This is an optimization exercise on Yosys and OpenROAD, whose aim is a short achievable clock period and few clock cycles, not a production implementation. The RTL was checked by simulation tests, not by an equivalence proof against the original design. Power and IR drop assume default switching activity.

==> juniper: inputs <==
==> flow/design.v <==
module Adder32(
	input  [31:0] a,
	input  [31:0] b,
	input         cin,
	output [31:0] s
	);
	wire [32:0] t = {a, 1'b1} + {b, cin};
	assign s = t[32:1];
endmodule
module PcInc(
	input  [31:0] pc,
	output [31:0] pc4,
	output [31:0] pc8,
	output [21:0] bM1, bP1, bP2,    
	output [23:0] jM1, jP1, jP2,    
	output [8:0]  pb,               
	output [8:0]  pj                
	);
	assign pb = {1'b0, pc[9:2]} + 9'd2;
	assign pj = {1'b0, pc[7:0]} + 9'd8;
	assign pc4 = pc + 32'd4;
	assign pc8 = pc + 32'd8;
	assign bM1 = pc[31:10] - 22'd1;
	assign bP1 = pc[31:10] + 22'd1;
	assign bP2 = pc[31:10] + 22'd2;
	assign jM1 = pc[31:8] - 24'd1;
	assign jP1 = pc[31:8] + 24'd1;
	assign jP2 = pc[31:8] + 24'd2;
endmodule
module ShortAdd(
	input  [8:0]  pb,               
	input  [8:0]  pj,               
	input  [7:0]  imm,
	input         mov,
	output [7:0]  lb,
	output        cb,
	output [7:0]  lj,
	output        cj
	);
	wire [8:0] b = {1'b0, pb[7:0]} + {1'b0, imm};
	wire [8:0] j = {1'b0, pj[7:0]} + {1'b0, imm};
	assign lb = b[7:0];
	assign cb = b[8];
	assign lj = mov ? imm : j[7:0];
	assign cj = j[8];
endmodule
module HiCand(
	input  [31:0] pc,
	input  [21:0] bM1, bP1, bP2,    
	input  [23:0] jM1, jP1, jP2,    
	input         pb8, pj8, s, mov,
	output [21:0] xb0, xb1,
	output [23:0] xj0, xj1
	);
	wire [21:0] b0 = pc[31:10];
	wire [23:0] j0 = pc[31:8];
	assign xb0 = pb8 ? (s ? b0 : bP1) : (s ? bM1 : b0);
	assign xb1 = pb8 ? (s ? bP1 : bP2) : (s ? b0 : bP1);
	assign xj0 = mov ? {24{s}} : pj8 ? (s ? j0 : jP1) : (s ? jM1 : j0);
	assign xj1 = mov ? {24{s}} : pj8 ? (s ? jP1 : jP2) : (s ? j0 : jP1);
endmodule
module PcRest(
	input  [31:0] rdata, resM, btgtM, tgtE, pc4E, pc, pc4,
	input         rst, sRd, sResM, sBtgt, sTgtE, sPc4E, sHold,
	output [31:0] rest
	);
	assign rest = rst ? 32'd0 : sRd ? rdata : sResM ? resM : sBtgt ? btgtM : sTgtE ? tgtE :
	              sPc4E ? pc4E : sHold ? pc : pc4;
endmodule
module PcSel(
	input  [31:0] b0, b1, j0, j1, rest,
	input         sB, sJ, cb, cj,
	output [31:0] next
	);
	wire sb1 = sB & cb, sb0 = sB & ~cb, sj1 = sJ & cj, sj0 = sJ & ~cj, sr = ~sB & ~sJ;
	assign next = ({32{sb1}} & b1) | ({32{sb0}} & b0) | ({32{sj1}} & j1) | ({32{sj0}} & j0) |
	              ({32{sr}} & rest);
endmodule
module Pass(
	input  [31:0] i,
	output [31:0] o
	);
	assign o = i;
endmodule
module RegRead(
	input  [479:0] regs,
	input  [31:0]  pc8,
	input  [3:0]   a,
	output reg [31:0] d
	);
	always @(*) begin
		case (a)
		4'd0:  d = regs[0*32 +: 32];
		4'd1:  d = regs[1*32 +: 32];
		4'd2:  d = regs[2*32 +: 32];
		4'd3:  d = regs[3*32 +: 32];
		4'd4:  d = regs[4*32 +: 32];
		4'd5:  d = regs[5*32 +: 32];
		4'd6:  d = regs[6*32 +: 32];
		4'd7:  d = regs[7*32 +: 32];
		4'd8:  d = regs[8*32 +: 32];
		4'd9:  d = regs[9*32 +: 32];
		4'd10: d = regs[10*32 +: 32];
		4'd11: d = regs[11*32 +: 32];
		4'd12: d = regs[12*32 +: 32];
		4'd13: d = regs[13*32 +: 32];
		4'd14: d = regs[14*32 +: 32];
		default: d = pc8;
		endcase
	end
endmodule
module FetchCtl(
	input  [31:0] inst,
	input         Z,          
	input         cmpInE,     
	input         ldEx,       
	input  [3:0]  rdE,
	output        brF,        
	output        jF,         
	output        stallF      
	);
	wire [3:0] cond = inst[31:28];
	wire [1:0] op   = inst[27:26];
	wire [3:0] cmd  = inst[24:21];
	wire [3:0] rn   = inst[19:16];
	wire [3:0] rd   = inst[15:12];
	wire [3:0] rm   = inst[3:0];
	wire isDP = (op == 2'b00);
	wire isLS = (op == 2'b01);
	wire cADD = (cmd == 4'b0100);
	wire cSUB = (cmd == 4'b0010);
	wire cMOV = (cmd == 4'b1101);
	wire cCMP = (cmd == 4'b1010);
	wire condZ = ~(((cond == 4'b0000) & ~Z) | ((cond == 4'b0001) & Z));
	wire isEqNe = (cond[3:1] == 3'b000);
	wire condB = cmpInE ? (~isEqNe | inst[23]) : condZ;
	wire condJ = cmpInE ? ~isEqNe : condZ;
	assign brF = (op == 2'b10) & condB;
	assign jF  = isDP & inst[25] & (rd == 4'd15) & (cMOV | (cADD & rn == 4'd15)) & condJ;
	wire useRn = (isDP & (cADD | cSUB | cCMP)) | isLS;
	wire useRm = (isDP & ~inst[25] & (cADD | cSUB | cMOV | cCMP)) | (isLS & inst[25]);
	wire useRd = isLS & ~inst[20];
	assign stallF = ldEx & ((useRn & rn == rdE) | (useRm & rm == rdE) | (useRd & rd == rdE));
endmodule
module ARMProcessor(
	input clk,
	input reset,
	output[31:0] pc,
	input[31:0] inst,
	input nIRQ,
	output[3:0] be,
	output[31:0] memaddr,
	output memwrite,
	output memread,
	output[31:0] writedata,
	input[31:0] readdata
	);
	assign be = 4'b1111;
	assign memread = 1'b1;
	reg [31:0] pcF;
	reg [31:0] pcOut;            
	reg [31:0] rf [0:14];
	reg        Z;
	reg        vE;
	reg [31:0] rawA, rawB, rawD;
	reg        a1, a2, a0, d1, d2, d0;    
	reg        b1p, b1n, b2p, b2n, b0;    
	reg        invE;
	reg        eqE, neE;         
	reg        wrRegE;           
	reg        pcAluE;           
	reg        pcBrE;            
	reg        cmpE, ldE, stE, ldpcE;
	reg [3:0]  rdE;
	reg [31:0] pc8E, offE;
	reg [31:0] tgtE, pc4E;       
	reg        ftE;              
	reg        shortE;           
	reg [31:0] resM, maddrM, wdataM, btgtM;
	reg        mwM, wrM, ldM, ldpcM;
	reg        pendM, pendBrM;   
	reg [3:0]  rdM;
	reg [31:0] resW;
	reg [31:0] resMn, resWn;
	assign pc = pcOut;
	assign memaddr = maddrM;
	assign memwrite = mwM;
	assign writedata = wdataM;
	wire        condE = ~((eqE & ~Z) | (neE & Z));
	wire        exE   = vE & condE;
	wire [31:0] opA = ({32{a1}} & resM) | ({32{a2}} & resW) | ({32{a0}} & rawA);
	wire [31:0] opB = ({32{b1p}} & resM) | ({32{b1n}} & resMn) | ({32{b2p}} & resW) |
	                  ({32{b2n}} & resWn) | ({32{b0}} & rawB);
	wire [31:0] opD = ({32{d1}} & resM) | ({32{d2}} & resW) | ({32{d0}} & rawD);
	wire [31:0] sum;
	Adder32 _add(.a(opA), .b(opB), .cin(invE), .s(sum));
	wire [31:0] btgt;
	Adder32 _badd(.a(pc8E), .b(offE), .cin(1'b0), .s(btgt));
	wire        zE    = &(opA ^ opB);
	wire        wrE   = exE & wrRegE;
	wire        redirE = exE & (pcAluE | pcBrE);
	wire        ldpcEx = exE & ldE & ldpcE;
	wire        ldEx   = exE & ldE & ~ldpcE;
	wire        memE   = exE & (ldE | stE);
	wire        fixTake = exE & shortE & ~ftE;
	wire        fixFall = vE & ~condE & ftE;
	wire        cmpInE  = exE & cmpE;
	wire [3:0]  cond = inst[31:28];
	wire [1:0]  op   = inst[27:26];
	wire [3:0]  cmd  = inst[24:21];
	wire [3:0]  rn   = inst[19:16];
	wire [3:0]  rd   = inst[15:12];
	wire [3:0]  rm   = inst[3:0];
	wire        isDP = (op == 2'b00);
	wire        isLS = (op == 2'b01);
	wire        isB  = (op == 2'b10);
	wire        cADD = (cmd == 4'b0100);
	wire        cSUB = (cmd == 4'b0010);
	wire        cMOV = (cmd == 4'b1101);
	wire        cCMP = (cmd == 4'b1010);
	wire        dpWr = isDP & (cADD | cSUB | cMOV);
	wire [31:0] pc4, pc8;
	wire [21:0] bM1, bP1, bP2;
	wire [23:0] jM1, jP1, jP2;
	wire [8:0]  pbI, pjI;
	PcInc _inc(.pc(pcF), .pc4(pc4), .pc8(pc8), .bM1(bM1), .bP1(bP1), .bP2(bP2),
		.jM1(jM1), .jP1(jP1), .jP2(jP2), .pb(pbI), .pj(pjI));
	wire [7:0]  lb, lj;
	wire        cb, cj;
	ShortAdd _sa(.pb(pbI), .pj(pjI), .imm(inst[7:0]), .mov(cMOV), .lb(lb), .cb(cb), .lj(lj), .cj(cj));
	wire [21:0] xb0, xb1;
	wire [23:0] xj0, xj1;
	HiCand _hc(.pc(pcF), .bM1(bM1), .bP1(bP1), .bP2(bP2), .jM1(jM1), .jP1(jP1), .jP2(jP2),
		.pb8(pbI[8]), .pj8(pjI[8]), .s(inst[7]), .mov(cMOV), .xb0(xb0), .xb1(xb1), .xj0(xj0), .xj1(xj1));
	wire [31:0] tb0 = {xb0, lb, pcF[1:0]};
	wire [31:0] tb1 = {xb1, lb, pcF[1:0]};
	wire [31:0] tj0 = {xj0, lj};
	wire [31:0] tj1 = {xj1, lj};
	wire [31:0] imm8  = {{24{inst[7]}}, inst[7:0]};
	wire [31:0] imm12 = {20'd0, inst[11:0]};
	wire [31:0] imm24 = {{6{inst[23]}}, inst[23:0], 2'b00};
	wire [479:0] regs;
	genvar g;
	generate
		for (g = 0; g < 15; g = g + 1) begin : pack
			assign regs[g*32 +: 32] = rf[g];
		end
	endgenerate
	wire [31:0] rvn, rvm, rvd;
	RegRead _rn(.regs(regs), .pc8(pc8), .a(rn), .d(rvn));
	RegRead _rm(.regs(regs), .pc8(pc8), .a(rm), .d(rvm));
	RegRead _rd(.regs(regs), .pc8(pc8), .a(rd), .d(rvd));
	wire useRn = (isDP & (cADD | cSUB | cCMP)) | isLS;
	wire useRm = (isDP & ~inst[25] & (cADD | cSUB | cMOV | cCMP)) | (isLS & inst[25]);
	wire useRd = isLS & ~inst[20];
	wire n1 = useRn & wrE & (rdE == rn), n2 = useRn & wrM & (rdM == rn);
	wire m1 = useRm & wrE & (rdE == rm), m2 = useRm & wrM & (rdM == rm);
	wire e1 = useRd & wrE & (rdE == rd), e2 = useRd & wrM & (rdM == rd);
	wire brF, jF, stallF;
	FetchCtl _fc(.inst(inst), .Z(Z), .cmpInE(cmpInE), .ldEx(ldEx), .rdE(rdE), .brF(brF), .jF(jF), .stallF(stallF));
	wire shortB = (inst[23:7] == 17'h1ffff) | (inst[23:7] == 17'h0);
	wire jmpF = isDP & inst[25] & (rd == 4'd15) & (cMOV | (cADD & rn == 4'd15));
	wire invF = (isDP & (cSUB | cCMP)) | (isLS & ~inst[23]);
	wire killF = ldpcM | pendM | fixTake | fixFall | redirE | ldpcEx | stallF;
	wire early = ldpcM | pendM | fixTake | fixFall | redirE | ldpcEx | reset;
	wire [31:0] pcRest, pcNext, pcNext2;
	PcRest _pr(.rdata(readdata), .resM(resM), .btgtM(btgtM), .tgtE(tgtE), .pc4E(pc4E),
		.pc(pcF), .pc4(pc4), .rst(reset),
		.sRd(ldpcM), .sResM(pendM & ~pendBrM), .sBtgt(pendM & pendBrM), .sTgtE(fixTake),
		.sPc4E(fixFall), .sHold(redirE | ldpcEx | stallF), .rest(pcRest));
	PcSel _ps(.b0(tb0), .b1(tb1), .j0(tj0), .j1(tj1), .rest(pcRest),
		.sB(brF & ~early), .sJ(jF & ~early), .cb(cb), .cj(cj), .next(pcNext));
	Pass _pp(.i(pcNext), .o(pcNext2));
	integer i;
	always @(posedge clk) begin
		pcF <= pcNext;
		pcOut <= pcNext2;
		if (reset) begin
			vE <= 1'b0;
			Z <= 1'b0;
			mwM <= 1'b0;
			wrM <= 1'b0;
			ldM <= 1'b0;
			ldpcM <= 1'b0;
			pendM <= 1'b0;
			for (i = 0; i < 15; i = i + 1)
				rf[i] <= 32'd0;
		end else begin
			vE <= ~killF;
			for (i = 0; i < 15; i = i + 1)
				if (wrM && rdM == i)
					rf[i] <= ldM ? readdata : resM;
			if (exE & cmpE)
				Z <= zE;
			mwM <= exE & stE;
			wrM <= wrE | ldEx;
			ldM <= ldEx;
			ldpcM <= ldpcEx;
			pendM <= redirE;
		end
		resM <= sum;
		if (memE)
			maddrM <= sum;
		if (exE & stE)
			wdataM <= opD;
		btgtM <= btgt;
		pendBrM <= pcBrE;
		rdM <= rdE;
		resW <= ldM ? readdata : resM;
		resMn <= ~sum;
		resWn <= ~(ldM ? readdata : resM);
		if (isB) begin
			rawA <= pc4;              
			rawB <= 32'd0;
		end else begin
			rawA <= (isDP & cMOV) ? 32'd0 : rvn;
			rawB <= ((isDP ? inst[25] : ~inst[25]) ? (isDP ? imm8 : imm12) : rvm) ^ {32{invF}};
		end
		rawD <= rvd;
		a1 <= n1;  a2 <= ~n1 & n2;  a0 <= ~n1 & ~n2;
		b1p <= m1 & ~invF;  b2p <= ~m1 & m2 & ~invF;
		b1n <= m1 & invF;   b2n <= ~m1 & m2 & invF;   b0 <= ~m1 & ~m2;
		d1 <= e1;  d2 <= ~e1 & e2;  d0 <= ~e1 & ~e2;
		invE <= invF;
		pc8E <= pc8;
		pc4E <= pc4;
		tgtE <= isB ? (cb ? tb1 : tb0) : (cj ? tj1 : tj0);
		ftE <= brF | jF;
		shortE <= (isB & shortB) | jmpF;
		offE <= imm24;
		eqE <= (cond == 4'b0000);
		neE <= (cond == 4'b0001);
		wrRegE <= (dpWr & rd != 4'd15) | (isB & inst[24]);
		pcAluE <= dpWr & rd == 4'd15 & ~jmpF;
		pcBrE <= isB & ~shortB;
		cmpE <= isDP & cCMP;
		ldE <= isLS & inst[20];
		stE <= isLS & ~inst[20];
		ldpcE <= rd == 4'd15;
		rdE <= isB ? 4'd14 : rd;
	end
endmodule
==> flow/flow/run.sh <==
#!/bin/bash
set -euo pipefail
bash standard.sh SETUP_SLACK_MARGIN=6.0 finish > standard.log 2>&1
==> flow/standard.sh <==
#!/bin/bash
# synth_recipe.tcl (not shown) runs the flow's synth.tcl, then flattens the netlist and writes it again
# the make line also repeats each setting of config.mk as NAME=value (left out here)
make -C /OpenROAD-flow-scripts/flow DESIGN_CONFIG=/design/flow/config.mk WORK_HOME=/design/flow/orfs CLKGATE_MAP_FILE= SYNTH_SCRIPT=/design/flow/synth_recipe.tcl "${@:-finish}"
==> flow/config.mk <==
export PLATFORM = sky130hd
export DESIGN_NAME = ARMProcessor
export DESIGN_NICKNAME = ARMProcessor
export VERILOG_FILES = /design/flow/design.v
export SDC_FILE = /design/flow/constraint.sdc
export NUM_CORES = 4
export LEC_CHECK = 0
export CAP_MARGIN = 20
export CORE_MARGIN = 2
export CORE_UTILIZATION = 45
export SLEW_MARGIN = 20
export SYNTH_HIERARCHICAL = 1
==> flow/constraint.sdc <==
create_clock -name core_clock -period 9.0 [get_ports {clk}]
set_input_delay 1.8000 -clock core_clock [delete_from_list [all_inputs] [get_ports {clk}]]
set_output_delay 1.8000 -clock core_clock [all_outputs]
set_load 0.01 [all_outputs]
==> inputs of cedar, as changes to juniper <==
--- a/flow/design.v
+++ b/flow/design.v
@@ -1,11 +1,88 @@
+module PNode(
+	input  g, p, gl, pl,
+	output go, po
+	);
+	assign go = g | (p & gl);
+	assign po = p & pl;
+endmodule
+module GNode(
+	input  g, p, gl,
+	output go
+	);
+	assign go = g | (p & gl);
+endmodule
 module Adder32(
 	input  [31:0] a,
 	input  [31:0] b,
 	input         cin,
 	output [31:0] s
 	);
-	wire [32:0] t = {a, 1'b1} + {b, cin};
-	assign s = t[32:1];
+	wire [32:0] g0 = {a & b, cin};
+	wire [32:0] p0 = {a | b, 1'b0};
+	wire [32:0] g1, p1, g2, p2, g3, p3, g4, p4, g5;
+	genvar i;
+	generate
+		for (i = 0; i < 33; i = i + 1) begin : l
+			if (i >= 1) begin : n1
+				PNode n(.g(g0[i]), .p(p0[i]), .gl(g0[i-1]), .pl(p0[i-1]), .go(g1[i]), .po(p1[i]));
+			end else begin : w1
+				assign g1[i] = g0[i]; assign p1[i] = p0[i];
+			end
+			if (i >= 2) begin : n2
+				PNode n(.g(g1[i]), .p(p1[i]), .gl(g1[i-2]), .pl(p1[i-2]), .go(g2[i]), .po(p2[i]));
+			end else begin : w2
+				assign g2[i] = g1[i]; assign p2[i] = p1[i];
+			end
+			if (i >= 4) begin : n3
+				PNode n(.g(g2[i]), .p(p2[i]), .gl(g2[i-4]), .pl(p2[i-4]), .go(g3[i]), .po(p3[i]));
+			end else begin : w3
+				assign g3[i] = g2[i]; assign p3[i] = p2[i];
+			end
+			if (i >= 8) begin : n4
+				PNode n(.g(g3[i]), .p(p3[i]), .gl(g3[i-8]), .pl(p3[i-8]), .go(g4[i]), .po(p4[i]));
+			end else begin : w4
+				assign g4[i] = g3[i]; assign p4[i] = p3[i];
+			end
+			if (i >= 16) begin : n5
+				GNode n(.g(g4[i]), .p(p4[i]), .gl(g4[i-16]), .go(g5[i]));
+			end else begin : w5
+				assign g5[i] = g4[i];
+			end
+		end
+	endgenerate
+	assign s = a ^ b ^ g5[31:0];
+endmodule
+module Adder8(
+	input  [7:0] a,
+	input  [7:0] b,
+	output [7:0] s,
+	output       co
+	);
+	wire [7:0] g0 = a & b;
+	wire [7:0] p0 = a | b;
+	wire [7:0] g1, p1, g2, p2, g3;
+	genvar i;
+	generate
+		for (i = 0; i < 8; i = i + 1) begin : l
+			if (i >= 1) begin : n1
+				PNode n(.g(g0[i]), .p(p0[i]), .gl(g0[i-1]), .pl(p0[i-1]), .go(g1[i]), .po(p1[i]));
+			end else begin : w1
+				assign g1[i] = g0[i]; assign p1[i] = p0[i];
+			end
+			if (i >= 2) begin : n2
+				PNode n(.g(g1[i]), .p(p1[i]), .gl(g1[i-2]), .pl(p1[i-2]), .go(g2[i]), .po(p2[i]));
+			end else begin : w2
+				assign g2[i] = g1[i]; assign p2[i] = p1[i];
+			end
+			if (i >= 4) begin : n3
+				GNode n(.g(g2[i]), .p(p2[i]), .gl(g2[i-4]), .go(g3[i]));
+			end else begin : w3
+				assign g3[i] = g2[i];
+			end
+		end
+	endgenerate
+	assign s = a ^ b ^ {g3[6:0], 1'b0};
+	assign co = g3[7];
 endmodule
 module PcInc(
 	input  [31:0] pc,
@@ -37,12 +114,10 @@
 	output [7:0]  lj,
 	output        cj
 	);
-	wire [8:0] b = {1'b0, pb[7:0]} + {1'b0, imm};
-	wire [8:0] j = {1'b0, pj[7:0]} + {1'b0, imm};
-	assign lb = b[7:0];
-	assign cb = b[8];
-	assign lj = mov ? imm : j[7:0];
-	assign cj = j[8];
+	wire [7:0] jl;
+	Adder8 _b(.a(pb[7:0]), .b(imm), .s(lb), .co(cb));
+	Adder8 _j(.a(pj[7:0]), .b(imm), .s(jl), .co(cj));
+	assign lj = mov ? imm : jl;
 endmodule
 module HiCand(
 	input  [31:0] pc,
@@ -163,6 +238,8 @@
 	reg        Z;
 	reg        vE;
 	reg [31:0] rawA, rawB, rawD;
+	reg [31:0] immE;             
+	reg        aL, bI;           
 	reg        a1, a2, a0, d1, d2, d0;    
 	reg        b1p, b1n, b2p, b2n, b0;    
 	reg        invE;
@@ -188,9 +265,9 @@
 	assign writedata = wdataM;
 	wire        condE = ~((eqE & ~Z) | (neE & Z));
 	wire        exE   = vE & condE;
-	wire [31:0] opA = ({32{a1}} & resM) | ({32{a2}} & resW) | ({32{a0}} & rawA);
+	wire [31:0] opA = ({32{a1}} & resM) | ({32{a2}} & resW) | ({32{a0}} & rawA) | ({32{aL}} & pc4E);
 	wire [31:0] opB = ({32{b1p}} & resM) | ({32{b1n}} & resMn) | ({32{b2p}} & resW) |
-	                  ({32{b2n}} & resWn) | ({32{b0}} & rawB);
+	                  ({32{b2n}} & resWn) | ({32{b0}} & rawB) | ({32{bI}} & immE);
 	wire [31:0] opD = ({32{d1}} & resM) | ({32{d2}} & resW) | ({32{d0}} & rawD);
 	wire [31:0] sum;
 	Adder32 _add(.a(opA), .b(opB), .cin(invE), .s(sum));
@@ -236,6 +313,9 @@
 	wire [31:0] tb1 = {xb1, lb, pcF[1:0]};
 	wire [31:0] tj0 = {xj0, lj};
 	wire [31:0] tj1 = {xj1, lj};
+	wire [7:0]  lbE, ljE;
+	wire        cbE, cjE;
+	ShortAdd _saE(.pb(pbI), .pj(pjI), .imm(inst[7:0]), .mov(cMOV), .lb(lbE), .cb(cbE), .lj(ljE), .cj(cjE));
 	wire [31:0] imm8  = {{24{inst[7]}}, inst[7:0]};
 	wire [31:0] imm12 = {20'd0, inst[11:0]};
 	wire [31:0] imm24 = {{6{inst[23]}}, inst[23:0], 2'b00};
@@ -261,6 +341,8 @@
 	wire shortB = (inst[23:7] == 17'h1ffff) | (inst[23:7] == 17'h0);
 	wire jmpF = isDP & inst[25] & (rd == 4'd15) & (cMOV | (cADD & rn == 4'd15));
 	wire invF = (isDP & (cSUB | cCMP)) | (isLS & ~inst[23]);
+	wire movF = isDP & cMOV;
+	wire regB = ~isB & (isDP ? ~inst[25] : inst[25]);    
 	wire killF = ldpcM | pendM | fixTake | fixFall | redirE | ldpcEx | stallF;
 	wire early = ldpcM | pendM | fixTake | fixFall | redirE | ldpcEx | reset;
 	wire [31:0] pcRest, pcNext, pcNext2;
@@ -309,22 +391,20 @@
 		resW <= ldM ? readdata : resM;
 		resMn <= ~sum;
 		resWn <= ~(ldM ? readdata : resM);
-		if (isB) begin
-			rawA <= pc4;              
-			rawB <= 32'd0;
-		end else begin
-			rawA <= (isDP & cMOV) ? 32'd0 : rvn;
-			rawB <= ((isDP ? inst[25] : ~inst[25]) ? (isDP ? imm8 : imm12) : rvm) ^ {32{invF}};
-		end
+		rawA <= rvn;
+		rawB <= rvm ^ {32{invF}};
+		immE <= (isDP ? imm8 : imm12) ^ {32{invF}};
 		rawD <= rvd;
-		a1 <= n1;  a2 <= ~n1 & n2;  a0 <= ~n1 & ~n2;
-		b1p <= m1 & ~invF;  b2p <= ~m1 & m2 & ~invF;
-		b1n <= m1 & invF;   b2n <= ~m1 & m2 & invF;   b0 <= ~m1 & ~m2;
+		aL <= isB;
+		a1 <= ~isB & ~movF & n1;  a2 <= ~isB & ~movF & ~n1 & n2;  a0 <= ~isB & ~movF & ~n1 & ~n2;
+		b1p <= regB & m1 & ~invF;  b2p <= regB & ~m1 & m2 & ~invF;
+		b1n <= regB & m1 & invF;   b2n <= regB & ~m1 & m2 & invF;   b0 <= regB & ~m1 & ~m2;
+		bI <= ~isB & ~regB;
 		d1 <= e1;  d2 <= ~e1 & e2;  d0 <= ~e1 & ~e2;
 		invE <= invF;
 		pc8E <= pc8;
 		pc4E <= pc4;
-		tgtE <= isB ? (cb ? tb1 : tb0) : (cj ? tj1 : tj0);
+		tgtE <= isB ? {cbE ? xb1 : xb0, lbE, pcF[1:0]} : {cjE ? xj1 : xj0, ljE};
 		ftE <= brF | jF;
 		shortE <= (isB & shortB) | jmpF;
 		offE <= imm24;
==> notes <==
- In juniper the first-iteration DRC count is larger than in cedar, by 13%.
- Between cedar and juniper, the lower fmax is in juniper (gap 4.3%, measured against juniper).
- Sequential power is about the same in juniper and cedar.
- Of juniper and cedar, cedar has the higher sequential share of layout area (gap 0.46 points).
- Of cedar and juniper, cedar has the higher cell count (gap 4.4%, measured against juniper).
- Clock power: juniper is lower than cedar (about 1%).
- In cedar the synthesized cell count is higher than in juniper, by 7.7%.
- Between juniper and cedar, the lower via count is in cedar (gap about 0.4%, measured against cedar).
- Against cedar, the clock skew of juniper is higher by 0.047 ns.
==> figures <==
metric	cedar	juniper
Clock insertion delay at the later pin of the skew report	0.79 ns	0.83 ns
Post-cts gate resize count	959	1,255
Average detailed-routed wire length per instance	34.0 um	35.6 um
Cells on worst reg2reg path	11	10
Core Box Area	143,000 um^2	133,000 um^2
Seq pwr share	37.7%	37.1%
Relative contribution of the clock network to total power	34.1%	33.2%
Antenna violations before repair	21	23
Worst slew slack as a fraction of its limit	22.2%	21.2%
Vias per std cell	6.74	7.07
Die area	147,000 um^2	137,000 um^2
Status	complete, no violations	complete, no violations
# nets final	7,656	7,293
Register cell area after layout	21,500 um^2	21,200 um^2
Critical Path Stages	14	12
Achievable frequency	288 MHz	276 MHz
Final Wtd Congestion	1.01	1.01
Fillers	12,900	11,300
Sequential share of cell area	27.5%	27.0%
Testbench counts of juniper, summed over its fixed seeds: cycles 36,525.
Testbench counts of cedar, summed over its fixed seeds: cycles 36,525.

[what the ideal ports hide]
No port has a modelled driver above. Below, the same layouts with a new extraction and two added sets of constraints.
Step 1 assumes that a clkbuf_16 drives the clock port and a buf_2 every other input.
Step 2, shift: input delay + t, output delay - t, t = (earliest + latest rising clock arrival at the registers) / 2. This alone moves slack from input paths to output paths.
Three values: ideal, step 1, step 2; two values: the first two.
run | t (ns) | slack for setup (ns) | latest minus earliest clock arrival (ns) | slew at the worst register clock pin (ns)
juniper | 0.862 | 5.374 / 5.248 / 4.386 | 0.093 / 0.094 | 0.07 / 0.07
cedar | 0.848 | 5.524 / 5.385 / 4.537 | 0.044 / 0.044 | 0.07 / 0.07
After both steps every run listed still meets setup and hold. For juniper, which loses most, drivers alone change the setup slack by -0.126 ns; drivers and shift together by -0.988 ns.
